Background: an optimization exercise with open tools, aiming at small area, a short achievable clock period and few clock cycles. Do not read the settings as production practice. Only simulation tests tie the RTL to the original design; equivalence was not proved. Power figures rest on the tool's default switching activity, not on a simulated workload.

$ cat flow/design.v
module tpp_top (
    input         axi_aclk,
    input         axi_resetn,
    input  [63:0] tpp_reg0_in,
    input  [63:0] tpp_reg1_in,
    input  [63:0] tpp_reg2_in,
    output [63:0] tpp_reg0_out,
    output [63:0] tpp_reg1_out,
    output [63:0] tpp_reg2_out,
    output [63:0] tpp_reg3_out,
    output [63:0] tpp_reg4_out,
    output [63:0] tpp_reg5_out,
    output [63:0] tpp_reg6_out,
    output [63:0] tpp_reg7_out,
    output [255:0] m_axis_tdata,
    output [31:0]  m_axis_tstrb,
    output [127:0] m_axis_tuser,
    output         m_axis_tvalid,
    input          m_axis_tready,
    output         m_axis_tlast,
    input  [255:0] s_axis_tdata,
    input  [31:0]  s_axis_tstrb,
    input  [127:0] s_axis_tuser,
    input          s_axis_tvalid,
    output         s_axis_tready,
    input          s_axis_tlast
);
   localparam [63:0] REG3_DEFAULT = 64'd160000;
   wire acc = axi_resetn & s_axis_tvalid & m_axis_tready;
   assign s_axis_tready = m_axis_tready;
   assign m_axis_tvalid = s_axis_tvalid;
   assign m_axis_tstrb  = s_axis_tstrb;
   assign m_axis_tuser  = s_axis_tuser;
   assign m_axis_tlast  = s_axis_tlast;
   assign m_axis_tdata[255:64] = s_axis_tdata[255:64];
   reg p0, p1, p2, w3;
   reg use_ld;                  
   reg        lsm;              
   reg [3:0]  laddr;            
   reg [7:0]  rsel;             
   reg [15:0] asel;             
   reg        st;               
   reg        cond;             
   reg [1:0]  isel, jsel;       
   wire [7:0] op = s_axis_tdata[7:0];
   wire op0 = op == 8'd0;
   wire op1 = op == 8'd1;
   wire op2 = op == 8'd2;
   wire op3 = op == 8'd3;
   wire op4 = op == 8'd4;
   wire op5 = op == 8'd5;
   wire [2:0] r_in = op4 ? s_axis_tdata[18:16] : s_axis_tdata[10:8];
   wire [3:0] a_in = op5 ? s_axis_tdata[19:16] : s_axis_tdata[11:8];
   always @(posedge axi_aclk) begin
      if (~axi_resetn) begin
         p0 <= 1'b1;
         p1 <= 1'b0;
         p2 <= 1'b0;
         w3 <= 1'b0;
      end else if (acc) begin
         p0 <= s_axis_tlast;
         p1 <= p0 & ~s_axis_tlast;
         p2 <= p1 & ~s_axis_tlast;
         w3 <= p2 & ~s_axis_tlast;
      end
   end
   wire use_ld_nx = axi_resetn & (acc ? (p2 & ~s_axis_tlast & (op0 | op1)) : use_ld);
   always @(posedge axi_aclk) use_ld <= use_ld_nx;
   always @(posedge axi_aclk) begin
      if (p2) begin
         rsel <= (op2 | op4) ? (8'd1 << r_in) : 8'd0;
         asel <= (op3 | op5) ? (16'd1 << a_in) : 16'd0;
         st   <= op2 | op3 | op4 | op5;
         cond <= op4 | op5;
         lsm   <= s_axis_tdata[0];
         laddr <= s_axis_tdata[11:8];
         isel <= s_axis_tdata[9:8];
         jsel <= (op4 | op5) ? s_axis_tdata[13:12] : 2'd0;
      end
   end
   wire [255:0] w3_data = {s_axis_tdata[255:64], m_axis_tdata[63:0]};
   wire [63:0] lane_i = w3_data[64*isel +: 64];
   wire [63:0] lane_j = w3_data[64*jsel +: 64];
   reg [63:0] wd;
   reg [7:0]  eqb;
   reg        do_w;
   integer b;
   always @(posedge axi_aclk) begin
      wd   <= lane_j;
      for (b = 0; b < 8; b = b + 1)
         eqb[b] <= lane_i[8*b +: 8] == lane_j[8*b +: 8];
      do_w <= acc & w3 & st;
   end
   wire       wr    = do_w & (~cond | (&eqb));
   wire [7:3] wen_r = wr ? rsel[7:3] : 5'd0;
   wire [15:0] wen_m = wr ? asel : 16'd0;
   reg [63:0] r0, r1, r2, r3, r4, r5, r6, r7;
   always @(posedge axi_aclk) begin
      r0 <= axi_resetn ? tpp_reg0_in : 64'd0;
      r1 <= axi_resetn ? tpp_reg1_in : 64'd0;
      r2 <= axi_resetn ? tpp_reg2_in : 64'd0;
   end
   wire [63:0] wd_z = wd & {64{axi_resetn}};
   wire [63:0] wd_3 = (wd & {64{axi_resetn}}) | (REG3_DEFAULT & {64{~axi_resetn}});
   always @(posedge axi_aclk) begin
      if (wen_r[3] | ~axi_resetn) r3 <= wd_3;
      if (wen_r[4] | ~axi_resetn) r4 <= wd_z;
      if (wen_r[5] | ~axi_resetn) r5 <= wd_z;
      if (wen_r[6] | ~axi_resetn) r6 <= wd_z;
      if (wen_r[7] | ~axi_resetn) r7 <= wd_z;
   end
   assign tpp_reg0_out = r0;
   assign tpp_reg1_out = r1;
   assign tpp_reg2_out = r2;
   assign tpp_reg3_out = r3;
   assign tpp_reg4_out = r4;
   assign tpp_reg5_out = r5;
   assign tpp_reg6_out = r6;
   assign tpp_reg7_out = r7;
   reg [1023:0] mem;
   integer k;
   always @(posedge axi_aclk) begin
      for (k = 0; k < 16; k = k + 1)
         if (wen_m[k]) mem[64*k +: 64] <= wd;
   end
   wire       ls = p2 ? s_axis_tdata[0] : lsm;
   wire [3:0] la = p2 ? s_axis_tdata[11:8] : laddr;
   reg [63:0] rd_reg, rd_mem;
   always @(*) begin
      case (la[2:0])
        3'd0: rd_reg = r0;
        3'd1: rd_reg = r1;
        3'd2: rd_reg = r2;
        3'd3: rd_reg = r3;
        3'd4: rd_reg = r4;
        3'd5: rd_reg = r5;
        3'd6: rd_reg = r6;
        default: rd_reg = r7;
      endcase
      rd_mem = mem[64*la +: 64];
   end
   wire [63:0] ld_next = ls ? rd_mem : rd_reg;
   reg [63:0] ld_one, ld_keep;
   always @(posedge axi_aclk) begin
      ld_one  <= {64{use_ld_nx}} & ld_next;
      ld_keep <= ~({64{use_ld_nx}} & ~ld_next);
   end
   assign m_axis_tdata[63:0] = (s_axis_tdata[63:0] | ld_one) & ld_keep;
endmodule
$ cat flow/flow/run.sh
#!/bin/bash
# Layout flow: the standard ORFS flow (standard.sh, unchanged synthesis,
# floorplan, power grid, placement, CTS and routing) with these changes:
#  - pin placement constraints (flow/pins.tcl,
#    sourced just before ORFS places the pins): each pass-through input pin
#    sits next to the output pin it feeds, and each group of pins is kept on
#    one edge of the die;
#  - the port buffers that ORFS inserts are buf_1 cells.
# The make output goes to layout.log; ORFS keeps each step's log under orfs/logs.
set -euo pipefail
here=$(pwd)
export PRE_IO_PLACEMENT_TCL=$here/flow/pins.tcl
export BUFFER_PORTS_ARGS="-buffer_cell sky130_fd_sc_hd__buf_1"
bash standard.sh > "$here/layout.log" 2>&1
$ cat flow/flow/pins.tcl
# Pin placement constraints, sourced by ORFS just before it places the pins.
#  - each pass-through input pin sits next to the output pin it feeds;
#  - the stream data and control pins share the bottom edge, so that the
#    LOAD/STORE logic can sit close to all of them;
#  - tuser/tstrb (plain wires) go on the left edge, register mirrors 0-1 on
#    the right, mirror 2 and registers 3-7 on the top.
proc tpp_pair {edge a b} {
  set_io_pin_constraint -group -order -region $edge:* -pin_names [list $a $b]
}
for {set k 0} {$k < 256} {incr k} {
  tpp_pair bottom "s_axis_tdata\[$k\]" "m_axis_tdata\[$k\]"
}
tpp_pair bottom s_axis_tlast m_axis_tlast
tpp_pair bottom s_axis_tvalid m_axis_tvalid
tpp_pair bottom m_axis_tready s_axis_tready
set_io_pin_constraint -region bottom:* -pin_names {axi_resetn}
for {set k 0} {$k < 32} {incr k} {
  tpp_pair left "s_axis_tstrb\[$k\]" "m_axis_tstrb\[$k\]"
}
for {set k 0} {$k < 128} {incr k} {
  tpp_pair left "s_axis_tuser\[$k\]" "m_axis_tuser\[$k\]"
}
foreach r {0 1} {
  for {set k 0} {$k < 64} {incr k} {
    tpp_pair right "tpp_reg${r}_in\[$k\]" "tpp_reg${r}_out\[$k\]"
  }
}
for {set k 0} {$k < 64} {incr k} {
  tpp_pair top "tpp_reg2_in\[$k\]" "tpp_reg2_out\[$k\]"
}
set tpp_top_pins {}
foreach r {3 4 5 6 7} {
  for {set k 0} {$k < 64} {incr k} { lappend tpp_top_pins "tpp_reg${r}_out\[$k\]" }
}
set_io_pin_constraint -region top:* -pin_names $tpp_top_pins
$ cat flow/standard.sh
#!/bin/bash
# synth_recipe.tcl (not shown) runs the flow's synth.tcl, then flattens the netlist and writes it again
# the make line also repeats each setting of config.mk as NAME=value (left out here)
make -C /OpenROAD-flow-scripts/flow DESIGN_CONFIG=/design/flow/config.mk WORK_HOME=/design/flow/orfs CLKGATE_MAP_FILE= SYNTH_SCRIPT=/design/flow/synth_recipe.tcl "${@:-finish}"
$ cat flow/config.mk
export PLATFORM = sky130hd
export DESIGN_NAME = tpp_top
export DESIGN_NICKNAME = tpp_top
export VERILOG_FILES = /design/flow/design.v
export SDC_FILE = /design/flow/constraint.sdc
export NUM_CORES = 4
export LEC_CHECK = 0
export CAP_MARGIN = 20
export CORE_AREA = 4 4 536 536
export DIE_AREA = 0 0 540 540
export PLACE_DENSITY = 0.6
export SETUP_SLACK_MARGIN = 3.0
export SLEW_MARGIN = 20
export TNS_END_PERCENT = 5
$ cat flow/constraint.sdc
create_clock -name core_clock -period 6.0 [get_ports {axi_aclk}]
set_input_delay 1.2000 -clock core_clock [delete_from_list [all_inputs] [get_ports {axi_aclk}]]
set_output_delay 1.2000 -clock core_clock [all_outputs]
set_load 0.01 [all_outputs]
==> flow_summary.json, run 1 <==
{
  "synth_area_sq_mm": 0.0731,
  "grt_setup_unrepaired": "true",
  "fmax_mhz": 290,
  "clk_pin_slew_ps": 60,
  "powerDensity_mw_per_mm2": 363,
  "regMostFlops": "mem",
  "rows": 195,
  "worst_skew_pair.late_latency_ps": 870,
  "wl_per_cell_um": 45.8,
  "largest_reg_flops": 1024,
  "critPathMaxFanout": 22,
  "p_int_mw": 22.0,
  "cp.arrival_ps": 4200,
  "synth_top_area_share_pct": 56.3,
  "maxSlewHeadroom_pct": 10.3,
  "cp-start-kind": "register",
  "final_common_cell": "edfxtp_1",
  "ys_seq_area_share_pct": 67.4,
  "core_area_sq_mm": 0.282,
  "postSynthCellCount": 5251,
  "vias": 58100,
  "syn-num-nets": 5864,
  "ys.flop_type": "edfxtp_1",
  "grt_max_degree": 129,
  "vdd_ir_drop_max_mv": 0.277,
  "final_cell_mix": "edfxtp_1 (1371), buf_1 (1171), o21ai_0 (414)",
  "antenna_found_initial": 145,
  "pin_count": 1544,
  "die_w_um": 540,
  "dp_slack_ps": 1050,
  "setup_viol": 0,
  "timing.final.crit_share_pct": 57.4,
  "dr.pass1.iters": 9,
  "worstMarginPinSlew_ps": 1350,
  "p_switching_mw": 10.2,
  "cts-root-buf": "clkbuf_16",
  "die_y_um": 540,
  "clockBufferDepth": 3,
  "clkPwrFrac_pct": 36.4,
  "synthTopCellsByArea": "edfxtp_1 (56%), dfxtp_1 (11%), mux4_2 (3.9%), buf_4 (3.7%), and2_1 (3.1%)",
  "setup_slack_ps": 2550,
  "yosysUniqueCellTypes": 79,
  "syn_avg_cell_area_sq_um": 13.9,
  "dpl.hpwl_mm": 352,
  "switching_share_pct": 31.6,
  "critPathRequiredTime_ps": 6750,
  "grt_pass1_vias": 52800,
  "viasPerCell": 5.71,
  "combPwrFrac_pct": 19.1,
  "drc": 0,
  "drv_cap": 0,
  "holdCritPathClass": "register to register",
  "drive_gt1_share_pct": 14.9,
  "synthArstFlopShare_pct": 0,
  "ys_warn_count": 1,
  "seq_power_share_pct": 44.5,
  "finalHoldViolations": 0,
  "synth_edf_count": 1371,
  "drt.antenna.violating_nets": 0,
  "cts_sinks": 1774,
  "start_util_pct": 25.9,
  "area.growth.synth_to_final_pct": 21.5,
  "port_buffers": 1223,
  "maxSlewViolCount": 0,
  "cts_tree": "done",
  "crit_type": "register to register",
  "skew_ps": 52.8,
  "min_period_ps": 3450,
  "grt_remaining_overflow": 0,
  "setup_tns_ps": 0,
  "synth_top_area_cell": "edfxtp_1",
  "cts_inserted_buffers": 187,
  "nets": 6826,
  "wl_mm": 467,
  "gp_congestion": 1.08,
  "status": "no timing/DRC/antenna violations",
  "power.leakage_nw": 28.8,
  "dieArea_sq_mm": 0.292,
  "htree_levels": 4,
  "ys_ff_latch": 1774,
  "cp-end-kind": "register",
  "drt_iter0_markers": 10200,
  "grt_usage_pct": 30.7,
  "grt_pass1_wl_mm": 581
}
## critical path, cell delays in order (launching register included)
cell	delay, ps
dfxtp_4	520
buf_12	240
nor4_2	60
buf_4	240
o21ai_0	780
and4_1	440
a31oi_1	200
or4_1	570
or2_1	260
## cells in the mapped netlist (9+ instances only)
master	number
edfxtp_1	1371
nor4_1	12
or3_1	14
o31ai_1	17
o32ai_1	26
nand4_1	20
or4_1	68
mux4_2	128
a21o_1	19
nor3_1	156
a2bb2oi_1	39
xnor2_1	65
a222oi_1	30
nand2b_1	39
a22oi_1	66
o211ai_1	24
a21oi_1	101
a32oi_1	27
o21bai_1	10
or2_1	64
and2_1	364
and3_1	20
mux2i_1	94
buf_1	27
buf_2	96
buf_4	358
clkbuf_1	237
o221ai_1	58
dfxtp_1	403
a2111o_1	14
o21ai_0	430
nand3_1	16
or2_2	9
nand2_1	38
a31o_2	12
nor2b_1	11
a211oi_1	34
a31oi_1	50
o22ai_1	203
mux2_2	11
o21a_1	95
and4_1	19
nor2_1	247
## stage by stage
step	util (%)	hold WS, ps	power, mW	area, sq um	instances
6_report	31.5	461	32.2	88800	10200
5_1_grt	31.4	479	32.7	88700	10100
4_1_cts	31.4	453	31.9	88500	10100
3_5_place_dp	28.3	444	19.8	79800	9647
3_3_place_gp	28.3	433	19.8	79800	9647
2_1_floorplan	-	422	16.7	73200	5251
## power groups by stage
stage                     sequential, mW  combinational (mW)  clock, mW
final                               14.3                6.16       11.7
after global routing                14.3                6.19       12.2
after CTS                           14.3                5.93       11.7
after detailed placement            14.5                5.23          0
after global placement              14.5                5.21          0
after floorplan                     14.0                2.65          0
## path summary, 6_finish.rpt
path         slack (ps)        startpoint  depth (start not counted)                  end
min                 460   w3$_SDFFE_PN0P_                          2         do_w$_DFF_P_
max reg2reg        2550  laddr[0]$_DFF_P_                          8  ld_keep[61]$_DFF_P_
min reg2reg         460   w3$_SDFFE_PN0P_                          2         do_w$_DFF_P_
max                2550  laddr[0]$_DFF_P_                          8  ld_keep[61]$_DFF_P_
## repair_timing
| item | CTS | global route |
|---|---|---|
| resized for setup | 315 | 21 |
| setup buffers | 93 | 3 |
| pin swaps | 32 | 4 |
| endpoints found under the setup margin | 859 | 808 |
| gates cloned | 22 | 1 |
| hold buffers | 0 | 0 |
## cells by family after synthesis
logic type      count (synthesis)  synth area share, %
simple gates                 1145                 8.93
flops                        1774                 67.4
compound gates               1300                 11.7
xor+xnor                       65                0.779
mux                           234                 5.42
buf+inv                       733                 5.84
## final cells by class
cell class	instances	area, sq um
fill	28300	193000
clock inverter	89	990
timing repair buffer	1490	7900
sequential	1774	49300
inverter	8	40.0
antenna	61	153
tap	3743	4680
multi-input combinational	2752	20600
clock buffer	259	5150
## per-layer routing
metal | wire length, um | GRT usage (%) | vias to the layer above
met5 | 596 | 1.41 | -
met4 | 42000 | 21.9 | 44
met3 | 58600 | 11.5 | 1302
met2 | 198000 | 45.1 | 4904
met1 | 167000 | 36.7 | 29900
li1 | - | - | 21900
Testbench counts, summed over its fixed seeds: cycles 16,624.
==> inputs of run 2 (changes only) <==
--- a/flow/design.v
+++ b/flow/design.v
@@ -59,2 +59,3 @@
          w3 <= 1'b0;
+         use_ld <= 1'b0;
       end else if (acc) begin
@@ -64,6 +65,5 @@
          w3 <= p2 & ~s_axis_tlast;
+         use_ld <= p2 & ~s_axis_tlast & (op0 | op1);
       end
    end
-   wire use_ld_nx = axi_resetn & (acc ? (p2 & ~s_axis_tlast & (op0 | op1)) : use_ld);
-   always @(posedge axi_aclk) use_ld <= use_ld_nx;
    always @(posedge axi_aclk) begin
@@ -80,5 +80,4 @@
    end
-   wire [255:0] w3_data = {s_axis_tdata[255:64], m_axis_tdata[63:0]};
-   wire [63:0] lane_i = w3_data[64*isel +: 64];
-   wire [63:0] lane_j = w3_data[64*jsel +: 64];
+   wire [63:0] lane_i = s_axis_tdata[64*isel +: 64];
+   wire [63:0] lane_j = s_axis_tdata[64*jsel +: 64];
    reg [63:0] wd;
@@ -127,3 +126,3 @@
    wire [3:0] la = p2 ? s_axis_tdata[11:8] : laddr;
-   reg [63:0] rd_reg, rd_mem;
+   reg [63:0] rd_reg, rd_mem, ld_data;
    always @(*) begin
@@ -141,9 +140,4 @@
    end
-   wire [63:0] ld_next = ls ? rd_mem : rd_reg;
-   reg [63:0] ld_one, ld_keep;
-   always @(posedge axi_aclk) begin
-      ld_one  <= {64{use_ld_nx}} & ld_next;
-      ld_keep <= ~({64{use_ld_nx}} & ~ld_next);
-   end
-   assign m_axis_tdata[63:0] = (s_axis_tdata[63:0] | ld_one) & ld_keep;
+   always @(posedge axi_aclk) ld_data <= ls ? rd_mem : rd_reg;
+   assign m_axis_tdata[63:0] = use_ld ? ld_data : s_axis_tdata[63:0];
 endmodule
--- a/flow/flow/run.sh
+++ b/flow/flow/run.sh
@@ -6,3 +6,3 @@
 #    sits next to the output pin it feeds, and each group of pins is kept on
-#    one edge of the die;
+#    one part of the edge of the die;
 #  - the port buffers that ORFS inserts are buf_1 cells.
==> flow/flow/pins.tcl (replaced) <==
# Pin placement constraints, sourced by ORFS just before it places the pins.
#  - each pass-through input pin sits next to the output pin it feeds;
#  - the stream data and control pins share the bottom edge (lane 0, which
#    LOADs replace, at its left end) and registers 3-7 the left edge, so that
#    the scratch memory, the registers and the LOAD/STORE logic can sit in
#    the bottom-left corner, close to all of them;
#  - tuser/tstrb (plain wires) and register mirror 2 go on the top edge,
#    register mirrors 0-1 on the right.
proc tpp_pair {edge a b} {
  set_io_pin_constraint -group -order -region $edge -pin_names [list $a $b]
}
for {set k 0} {$k < 64} {incr k} {
  tpp_pair bottom:0-200 "s_axis_tdata\[$k\]" "m_axis_tdata\[$k\]"
}
for {set k 64} {$k < 256} {incr k} {
  tpp_pair bottom:* "s_axis_tdata\[$k\]" "m_axis_tdata\[$k\]"
}
tpp_pair bottom:* s_axis_tlast m_axis_tlast
tpp_pair bottom:* s_axis_tvalid m_axis_tvalid
tpp_pair bottom:* m_axis_tready s_axis_tready
set_io_pin_constraint -region bottom:* -pin_names {axi_resetn}
set tpp_left_pins {}
foreach r {3 4 5 6 7} {
  for {set k 0} {$k < 64} {incr k} { lappend tpp_left_pins "tpp_reg${r}_out\[$k\]" }
}
set_io_pin_constraint -region left:* -pin_names $tpp_left_pins
for {set k 0} {$k < 32} {incr k} {
  tpp_pair top:* "s_axis_tstrb\[$k\]" "m_axis_tstrb\[$k\]"
}
for {set k 0} {$k < 128} {incr k} {
  tpp_pair top:* "s_axis_tuser\[$k\]" "m_axis_tuser\[$k\]"
}
for {set k 0} {$k < 64} {incr k} {
  tpp_pair top:* "tpp_reg2_in\[$k\]" "tpp_reg2_out\[$k\]"
}
foreach r {0 1} {
  for {set k 0} {$k < 64} {incr k} {
    tpp_pair right:* "tpp_reg${r}_in\[$k\]" "tpp_reg${r}_out\[$k\]"
  }
}
==> flow_summary.json, run 2 <==
{
  "status": "no timing/DRC/antenna violations",
  "final_common_cell": "edfxtp_1",
  "synthTopCellsByCount": "edfxtp_1 (1371), nand2_1 (594), buf_4 (374)",
  "power.total_mw": 31.7,
  "drt.antenna.violating_nets": 0,
  "synth_edf_count": 1371,
  "postSynthCellCount": 5009,
  "wl_per_cell_um": 44.6,
  "syn-num-nets": 5622,
  "antenna_found_initial": 97,
  "maxSlewHeadroom_pct": 14.4,
  "ys_seq_area_share_pct": 67.9,
  "drv_cap": 0,
  "layout.filler_cells": 28500,
  "dieArea_sq_mm": 0.292,
  "drive_gt1_share_pct": 14.7,
  "grt_setup_unrepaired": "true",
  "worst-r2r-setup-slack_ps": 2530,
  "cts_inserted_buffers": 188,
  "worst_skew_pair.late_latency_ps": 950,
  "cp.arrival_ps": 4350,
  "largest_reg_flops": 1024,
  "nets": 6585,
  "synthArstFlopShare_pct": 0,
  "cp-end-kind": "register",
  "min_period_ps": 3550,
  "fmax_mhz": 281,
  "gp_congestion": 1.10,
  "cp-start-kind": "input pin",
  "start_util_pct": 25.1,
  "yosysMostFrequentCell": "edfxtp_1",
  "critPathMaxFanout": 29,
  "synth_area_sq_mm": 0.0707,
  "dr.pass1.iters": 8,
  "yosysUniqueCellTypes": 69,
  "rows": 195,
  "setup_viol": 0,
  "clk_pin_slew_ps": 60,
  "ys_ff_latch": 1710,
  "grt_pass1_vias": 49400,
  "grt_pass1_wl_mm": 549,
  "dpl.hpwl_mm": 338,
  "worstMarginPinSlew_ps": 1270,
  "grt_usage_pct": 28.9,
  "die_y_um": 540,
  "grt_max_degree": 130,
  "crit_type": "input pin to register",
  "cts-root-buf": "clkbuf_16",
  "hold_buffers": 0,
  "holdCritPathClass": "register to register",
  "port_buffers": 1223,
  "power.leakage_nw": 28.2,
  "cts_sinks": 1710,
  "maxSlewViolCount": 0,
  "pin_count": 1544,
  "clockBufferDepth": 4,
  "synth_top_area_cell": "edfxtp_1",
  "wl_mm": 442,
  "final_cell_mix": "edfxtp_1 (1371), buf_1 (1163), nand2_1 (584)",
  "timing.final.crit_share_pct": 59.2,
  "htree_levels": 4,
  "cts_tree": "done",
  "powerDensity_mw_per_mm2": 369,
  "critPathRequiredTime_ps": 6790,
  "die_w_um": 540,
  "synth_top_area_share_pct": 58.3,
  "drt_iter0_markers": 10400,
  "vdd_ir_drop_max_mv": 0.240,
  "area.growth.synth_to_final_pct": 21.3,
  "setup_tns_ps": 0,
  "vias": 54900,
  "regMostFlops": "mem",
  "viasPerCell": 5.53,
  "synthTopCellsByArea": "edfxtp_1 (58%), dfxtp_1 (9.6%), mux4_2 (4.7%), buf_4 (4.0%), nand2_1 (3.2%)",
  "hold_ws_ps": 469,
  "drc": 0,
  "finalHoldViolations": 0,
  "syn_avg_cell_area_sq_um": 14.1,
  "ys.flop_type": "edfxtp_1",
  "ys_warn_count": 1,
  "grt_remaining_overflow": 0,
  "skew_ps": 137,
  "core_area_sq_mm": 0.282
}
[run 2: changes by cell type after synthesis, moves of 94 or more]
cell,delta
o21a_1,-95
o22ai_1,-162
o21ai_0,-269
nor2_1,-187
nand2_1,+556
nor3_1,-136
a221oi_1,+140
nand3_1,+228
mux2i_1,+98
and2_1,-100
clkbuf_1,-94
[run 2: worst paths after layout]
kind	endpoint	depth (start not counted)	start
min reg2reg	do_w$_DFF_P_	2	w3$_SDFFE_PN0P_
min	do_w$_DFF_P_	2	w3$_SDFFE_PN0P_
max reg2reg	ld_data[34]$_DFF_P_	10	p2$_SDFFE_PN0P_
max	ld_data[34]$_DFF_P_	9	s_axis_tdata[8]
[run 2: stage by stage]
stage / setup WS [ps] / utilization (%) / instance area (sq um) / std cells
global placement: 1000 / 27.5 / 77500 / 9458
finish: 2450 / 30.4 / 85700 / 9916
global route: 2570 / 30.4 / 85600 / 9879
floorplan: 2490 / - / 70700 / 5009
CTS: 2580 / 30.2 / 85200 / 9860
detailed placement: 1260 / 27.5 / 77500 / 9459
[run 2: worst max-delay path, stage by stage]
cell and delay, ps:
clkbuf_2 170, buf_4 290, and3_1 400, nor2_2 170, buf_4 450, o221ai_1 240, a31oi_2 840, a21oi_1 220
o211ai_1 240
[run 2: where the power goes]
part / total (mW) / switching (mW) / internal, mW
logic: 4.93 / 3.46 / 1.47
clock network: 12.0 / 5.11 / 6.92
registers: 14.7 / 1.43 / 13.3
total: 31.7 / 10.0 / 21.7
[run 2: kinds of logic (layout without fill, tap and decap cells)]
family	count (synthesis)	count (layout)	synth area share, %
AO/OA/AOI/OAI	846	848	8.18
XOR/XNOR	64	64	0.793
buffers and inverters	690	1802	5.92
flip-flops	1710	1710	67.9
multiplexers	408	408	8.54
other	0	48	0
AND/OR/NAND/NOR	1291	1293	8.70
[run 2: layer usage]
| metal | track usage, % | share of wire, % |
|---|---|---|
| met5 | 1.46 | 0.21 |
| met4 | 19.1 | 8.2 |
| met3 | 15.2 | 17 |
| met2 | 37.1 | 38 |
| met1 | 37.0 | 37 |
[run 2: cell type report]
type,count,area (sq um),area share [%]
Multi-Input combinational cell,2613,19100,22.3
Clock inverter,90,1000,1.17
Timing Repair Buffer,1449,7450,8.69
Sequential cell,1710,48000,55.9
Antenna cell,48,120,0.140
Inverter,10,68.8,0.0803
Tap cell,3743,4680,5.46
Clock buffer,253,5300,6.18
[run 2: what timing repair did]
item / 4_1_cts / 5_1_grt
cloned: 16 / 4
gates resized for setup: 165 / 107
setup endpoints to repair: 459 / 576
endpoints found under the hold margin: 0 / 0
setup buffers: 42 / 4
pin swaps: 15 / 0
Testbench counts of run 2, summed over its fixed seeds: cycles 16,624.
==> inputs of run 3 (changes only) <==
--- a/flow/config.mk
+++ b/flow/config.mk
@@ -10,3 +10,3 @@
 export DIE_AREA = 0 0 540 540
-export PLACE_DENSITY = 0.6
+export PLACE_DENSITY = 0.75
 export SETUP_SLACK_MARGIN = 3.0
==> flow_summary.json, run 3 <==
{
  "nets": 6534,
  "worstMarginPinSlew_ps": 1250,
  "drc": 0,
  "dr.pass1.iters": 11,
  "ys_seq_area_share_pct": 67.9,
  "area.growth.synth_to_final_pct": 19.5,
  "vias": 55600,
  "die_w_um": 540,
  "port_buffers": 1223,
  "grt_remaining_overflow": 0,
  "grt_usage_pct": 28.4,
  "hold_depth": 2,
  "yosysUniqueCellTypes": 69,
  "cts-root-buf": "clkbuf_16",
  "timing.final.crit_share_pct": 58.1,
  "synthTopCellsByArea": "edfxtp_1 (58%), dfxtp_1 (9.6%), mux4_2 (4.7%), buf_4 (4.0%), nand2_1 (3.2%)",
  "hold_start": "w3$_SDFFE_PN0P_",
  "reg2reg_to": "ld_data[51]$_DFF_P_",
  "largest_reg_flops": 1024,
  "critPathTopFamily": "compound AO/OA/AOI/OAI gates",
  "antenna_found_initial": 100,
  "htree_levels": 4,
  "maxSlewHeadroom_pct": 16.8,
  "worstPathCellList": "nand2b_1 > o22ai_4 > buf_4 > a222oi_1 > a21oi_1 > o221ai_1 > o311ai_1",
  "cp-end-kind": "register",
  "drt.antenna.violating_nets": 0,
  "yosysMostFrequentCell": "edfxtp_1",
  "ys_ff_latch": 1710,
  "cts_tree": "done",
  "synthArstFlopShare_pct": 0,
  "drt_iter0_markers": 11300,
  "worst-r2r-setup-slack_ps": 2520,
  "cp-start-kind": "register",
  "clockBufferDepth": 4,
  "dp_slack_ps": 1610,
  "cp.arrival_ps": 4240,
  "die_y_um": 540,
  "syn_avg_cell_area_sq_um": 14.1,
  "core_area_sq_mm": 0.282,
  "fmax_mhz": 287,
  "power.leakage_nw": 27.5,
  "whs_endpoint": "do_w$_DFF_P_",
  "cts_inserted_buffers": 185,
  "wl_mm": 436,
  "final_cell_mix": "edfxtp_1 (1371), buf_1 (1172), nand2_1 (588)",
  "syn-num-nets": 5622,
  "synth_area_sq_mm": 0.0707,
  "worst_skew_pair.late_latency_ps": 940,
  "grt_pass1_wl_mm": 541,
  "ys.flop_type": "edfxtp_1",
  "drive_gt1_share_pct": 13.1,
  "status": "no timing/DRC/antenna violations",
  "setup_tns_ps": 0,
  "grt_max_degree": 129,
  "dieArea_sq_mm": 0.292,
  "synth_edf_count": 1371,
  "setup_slack_ps": 2520,
  "slowest_stage": "o221ai_1",
  "synth_top_area_cell": "edfxtp_1",
  "layout.filler_cells": 28400,
  "finalHoldViolations": 0,
  "regMostFlops": "mem",
  "skew_ps": 135,
  "synth_top_area_share_pct": 58.3,
  "drv_cap": 0,
  "grt_pass1_vias": 49600,
  "cts_sinks": 1710,
  "min_period_ps": 3480,
  "hold_buffers": 0,
  "ys_warn_count": 1,
  "clk_pin_slew_ps": 60,
  "synthTopCellsByCount": "edfxtp_1 (1371), nand2_1 (594), buf_4 (374)",
  "setup_viol": 0,
  "dpl.hpwl_mm": 338,
  "cpPeakStageDelay_ps": 750,
  "power.total_mw": 31.0,
  "postSynthCellCount": 5009,
  "viasPerCell": 5.62,
  "powerDensity_mw_per_mm2": 367,
  "hold_ws_ps": 447,
  "pin_count": 1544,
  "ff2ff_path_depth": 7,
  "crit_type": "register to register",
  "maxSlewViolCount": 0,
  "wl_per_cell_um": 44.1,
  "r2r-start": "p2$_SDFFE_PN0P_",
  "grt_setup_unrepaired": "true",
  "worst-path-buf-inv": 1,
  "holdCritPathClass": "register to register",
  "final_common_cell": "edfxtp_1",
  "rows": 195,
  "gp_congestion": 1.08,
  "vdd_ir_drop_max_mv": 0.248,
  "critPathRequiredTime_ps": 6750,
  "start_util_pct": 25.1,
  "critPathMaxFanout": 25
}
==> run 3: cell counts after synthesis <==
No cell type changed its count.
==> run 3: worst max-delay path by stage <==
stage / startpoint / end / slack [ps] / cells past startpoint
3_3_place_gp: s_axis_tdata[8] / ld_data[24]$_DFF_P_ / 1290 / 8
4_1_cts: use_ld$_SDFFE_PN0P_ / m_axis_tdata[9] / 2600 / 3
6_report: p2$_SDFFE_PN0P_ / ld_data[51]$_DFF_P_ / 2520 / 7
2_1_floorplan: axi_resetn / r3[0]$_DFFE_PP_ / 2490 / 3
5_1_grt: s_axis_tdata[32] / m_axis_tdata[32] / 2550 / 3
3_5_place_dp: s_axis_tdata[9] / ld_data[28]$_DFF_P_ / 1610 / 9
==> run 3: routing by layer <==
layer,track usage (%),vias up,wire length (um)
met5,0,-,200
met1,34.3,28000,150000
met4,18.7,30,36900
met3,18.4,960,86200
met2,36.5,5979,163000
li1,-,20600,-
==> run 3: kinds of logic after synthesis <==
logic type                synth area share [%]
buffers and inverters                     5.92
DFF                                       67.9
and+or+nand+nor                           8.70
muxes                                     8.54
xor gates and xnor gates                 0.793
AOI/OAI and AO/OA                         8.18
==> run 3: cell type report <==
type                       instances  area (sq um)  area share [%]
sequential                      1710         48000            56.8
multi-input combinational       2610         18800            22.3
timing repair buffer            1404          6670            7.90
clock buffer                     257          5130            6.07
tap                             3743          4680            5.54
clock inverter                    80           920            1.09
antenna                           73           183           0.216
inverter                          10          66.3          0.0785
==> run 3: repair_timing <==
| action | in CTS | in global routing |
|---|---|---|
| endpoints found under the setup margin | 772 | 802 |
| gates cloned | 4 | 2 |
| pin swaps | 4 | 1 |
| setup buffers | 20 | 4 |
| gates resized for setup | 94 | 69 |
==> run 3: worst min-delay path: stages, from the launching register on <==
cell     delay (ps)
dfxtp_1         310
nand3_1          60
nor2_1           40
==> run 3: stage by stage <==
stage,instances,area [sq um],utilization (%)
5_1_grt,9823,84300,29.9
6_report,9887,84500,29.9
4_1_cts,9808,84000,29.8
3_5_place_dp,9447,77400,27.4
3_3_place_gp,9446,77400,27.4
2_1_floorplan,5009,70700,-
==> run 3: where the power goes <==
part	switching [mW]	internal [mW]
Sequential	1.37	13.3
Clock	5.06	6.58
Combinational	3.36	1.35
Total	9.79	21.2

re-timing with driven ports:
Ports are ideal in the flow. The routed layouts listed here were re-timed in OpenROAD.
Step 1 assumes that a clkbuf_16 drives the clock port and a buf_2 every other input.
Step 2 times the ports against the registers' clock, not the clock port: input delays grow and output delays shrink by t, the midpoint of the rising clock arrivals with the driver on.
a / b / c = ideal / step 1 / step 2; a / b = the first two.
| run | shift t [ns] | setup slack, ns | worst setup path at the end |
|---|---|---|---|
| run 1 | 0.934 | 2.554 / 2.346 / 1.412 | input to register |
| run 2 | 0.990 | 2.446 / 2.317 / 1.396 | input to register |
| run 3 | 0.955 | 2.516 / 2.496 / 1.668 | input to register |
After both steps every run listed still meets setup and hold. The setup slack of run 1, which loses most, moves by -0.208 ns with the drivers and by -1.142 ns with both steps.
